From an optimization exercise on the open Yosys and OpenROAD flow, aimed at small area; shortcuts taken in it are not production practice. Function was checked by simulation only, so behaviour that the tests miss may differ from the original. The flow treats the clock pin as an ideal source. Dropping or thinning the clock tree relies on that and would not hold on a real chip. Power and IR drop assume default switching activity.

==> inputs of v19 <==
Design bombMatrixBitMap, start of the top module:
module	bombMatrixBitMap	(
					input	logic	clk,
					input	logic	resetN,
					input logic	[10:0] offsetX, 
					input logic	[10:0] offsetY,
					input	logic	InsideRectangle,  
					input logic enter_hit,  
					input	 logic signed 	[10:0]	topLeftX,  
					input	 logic signed	[10:0]	topLeftY,   
					input logic OneSecPulse,
					input logic addBombCollected,
					output logic [3:0] explosionIndexX,
					output logic [3:0] explosionIndexY,
					output logic explodeBomb,
					output	logic	drawingRequest,  
					output	logic	[7:0] RGBout   
 ) ;
	logic [7:0] pos0, pos1, pos2, pos3;  
	logic v0, v1, v2, v3;                
	logic a1, a2;                        
	logic [3:0] bomb_counter;
	logic limit4;                        
	logic [3:0] k_q;                     
	logic odd_q;                         
	logic [7:0] player_sq, pixel_sq;
	assign player_sq = {topLeftY[8:5], topLeftX[8:5]};
	assign pixel_sq  = {offsetY[8:5], offsetX[8:5]};
	logic occupied, below_limit, place;
	assign occupied = (v0 && pos0 == player_sq) || (v1 && pos1 == player_sq) ||
	                  (v2 && pos2 == player_sq);
Settings: LEC_CHECK=0, ABC_AREA=1, CAP_MARGIN=20, CORE_MARGIN=2, CORE_UTILIZATION=60, SLEW_MARGIN=20; clock period 10.0 ns.
standard.sh (not shown) runs the stock make flow with config.mk's settings and CLKGATE_MAP_FILE= SYNTH_SCRIPT=/design/flow/synth_recipe.tcl, a recipe that flattens the netlist after the stock synthesis.
==> flow/flow/run.sh <==
#!/bin/bash
# The standard layout (standard.sh), with two changes:
# - ports are buffered with buf_1 instead of the default port buffer cell;
# - the clock tree is two clkbuf_16 buffers fed by the clock port (clock_buffers.tcl,
#   run as ORFS's PRE_CTS_TCL hook) instead of TritonCTS's H-tree.
set -e
export BUFFER_PORTS_ARGS="-buffer_cell sky130_fd_sc_hd__buf_1"
export PRE_CTS_TCL="$(pwd)/flow/clock_buffers.tcl"
bash standard.sh > standard.log 2>&1
==> flow/flow/clock_buffers.tcl <==
# PRE_CTS_TCL hook: a flat clock distribution in place of TritonCTS's H-tree.
# The clock port drives two clkbuf_16 buffers; each drives half of the flip-flops
# (split by x position) and is placed at their centre (detailed placement, run
# after CTS in cts.tcl, legalizes it). Both buffers are alike and load-balanced, so
# every register's clock arrives at (nearly) the same time.
proc insert_clock_buffers { cell nbuf } {
  set block [ord::get_db_block]
  set master [[ord::get_db] findMaster $cell]
  set clknet [$block findNet clk]
  set sinks {}
  foreach it [$clknet getITerms] {
    set bb [[$it getInst] getBBox]
    lappend sinks [list [expr {([$bb xMin] + [$bb xMax]) / 2}] [expr {([$bb yMin] + [$bb yMax]) / 2}] $it]
  }
  set sinks [lsort -integer -index 0 $sinks]
  set n [llength $sinks]
  for {set g 0} {$g < $nbuf} {incr g} {
    set lo [expr {$g * $n / $nbuf}]
    set hi [expr {($g + 1) * $n / $nbuf - 1}]
    set grp [lrange $sinks $lo $hi]
    set inst [odb::dbInst_create $block $master clkbuf_leaf_$g]
    set net [odb::dbNet_create $block clknet_leaf_$g]
    $net setSigType CLOCK
    set xs 0; set ys 0
    foreach s $grp {
      set it [lindex $s 2]
      $it disconnect
      $it connect $net
      set xs [expr {$xs + [lindex $s 0]}]
      set ys [expr {$ys + [lindex $s 1]}]
    }
    [$inst findITerm A] connect $clknet
    [$inst findITerm X] connect $net
    set m [llength $grp]
    $inst setLocation [expr {$xs / $m}] [expr {$ys / $m}]
    $inst setPlacementStatus PLACED
    puts "clock buffer clkbuf_leaf_$g ($cell) drives $m clock pins"
  }
}

insert_clock_buffers sky130_fd_sc_hd__clkbuf_16 2

# cts.tcl calls clock_tree_synthesis next; the tree is already built.
rename clock_tree_synthesis tritoncts_clock_tree_synthesis
proc clock_tree_synthesis { args } {
  puts "clock_tree_synthesis skipped: clock buffers inserted by clock_buffers.tcl"
  set_propagated_clock [all_clocks]
}
==> v23 (differences from v19) <==
==> flow/flow/run.sh (replaced) <==
#!/bin/bash
# The standard layout (standard.sh), with two changes:
# - ports are buffered with buf_1 instead of the default port buffer cell;
# - clock tree synthesis without dummy load cells.
set -e
export BUFFER_PORTS_ARGS="-buffer_cell sky130_fd_sc_hd__buf_1"
export CTS_ARGS="-sink_clustering_enable -repair_clock_nets -dont_use_dummy_load -buf_list sky130_fd_sc_hd__clkbuf_8"
bash standard.sh > standard.log 2>&1
--- a/flow/config.mk
+++ b/flow/config.mk
@@ -11,2 +11,3 @@
 export CORE_UTILIZATION = 60
+export CTS_BUF_LIST = sky130_fd_sc_hd__clkbuf_8
 export SLEW_MARGIN = 20
removed: flow/flow/clock_buffers.tcl
==> results.txt <==
headroom to the max-slew limit=44.4%; Final Util=between 60% and 70%; Comb power=0.212 mW; internal power=between 0.3 and 0.4 mW; outcome=timing/DRC/antenna clean; hold slack=about 0.47 ns; met3 Use GR=approximately 6.3%
[end of results for v19]
==> results.txt <==
met3 Use GR=9.79%; Final Util=67.9%; outcome=timing/DRC/antenna clean; Comb power=about 0.22 mW; internal power=between 0.4 and 0.5 mW; hold slack=0.448 ns
[end of results for v23]
The clock cells of v19 come from the design's own scripts or RTL, not from TritonCTS.

## separate check: timing with driven ports
The flow's constraints put no driver on any port. The routed layouts listed below were extracted and timed again, unchanged, in two steps. Step 1: set_driving_cell puts a clkbuf_16 on clk and a buf_2 on each other input, an assumption about the parent block. Step 2 moves the port delays by t, midway between the first and last clock arrival at a register: inputs arrive t later, outputs are due t later. That takes back most of the time a late clock gives input paths. Three values: ideal, step 1, step 2; two values: the first two.
run | t (ns) | slack for setup (ns) | hold WS [ns]
v19 | 0.218 | 5.449 / 5.475 / 5.257 | 0.472 / 0.472 / 0.472
v23 | 0.353 | 5.617 / 5.622 / 5.269 | 0.448 / 0.448 / 0.448
After both steps every run listed still meets setup and hold. The setup slack of v23, which loses most, moves by +0.005 ns with the drivers and by -0.348 ns with both steps.
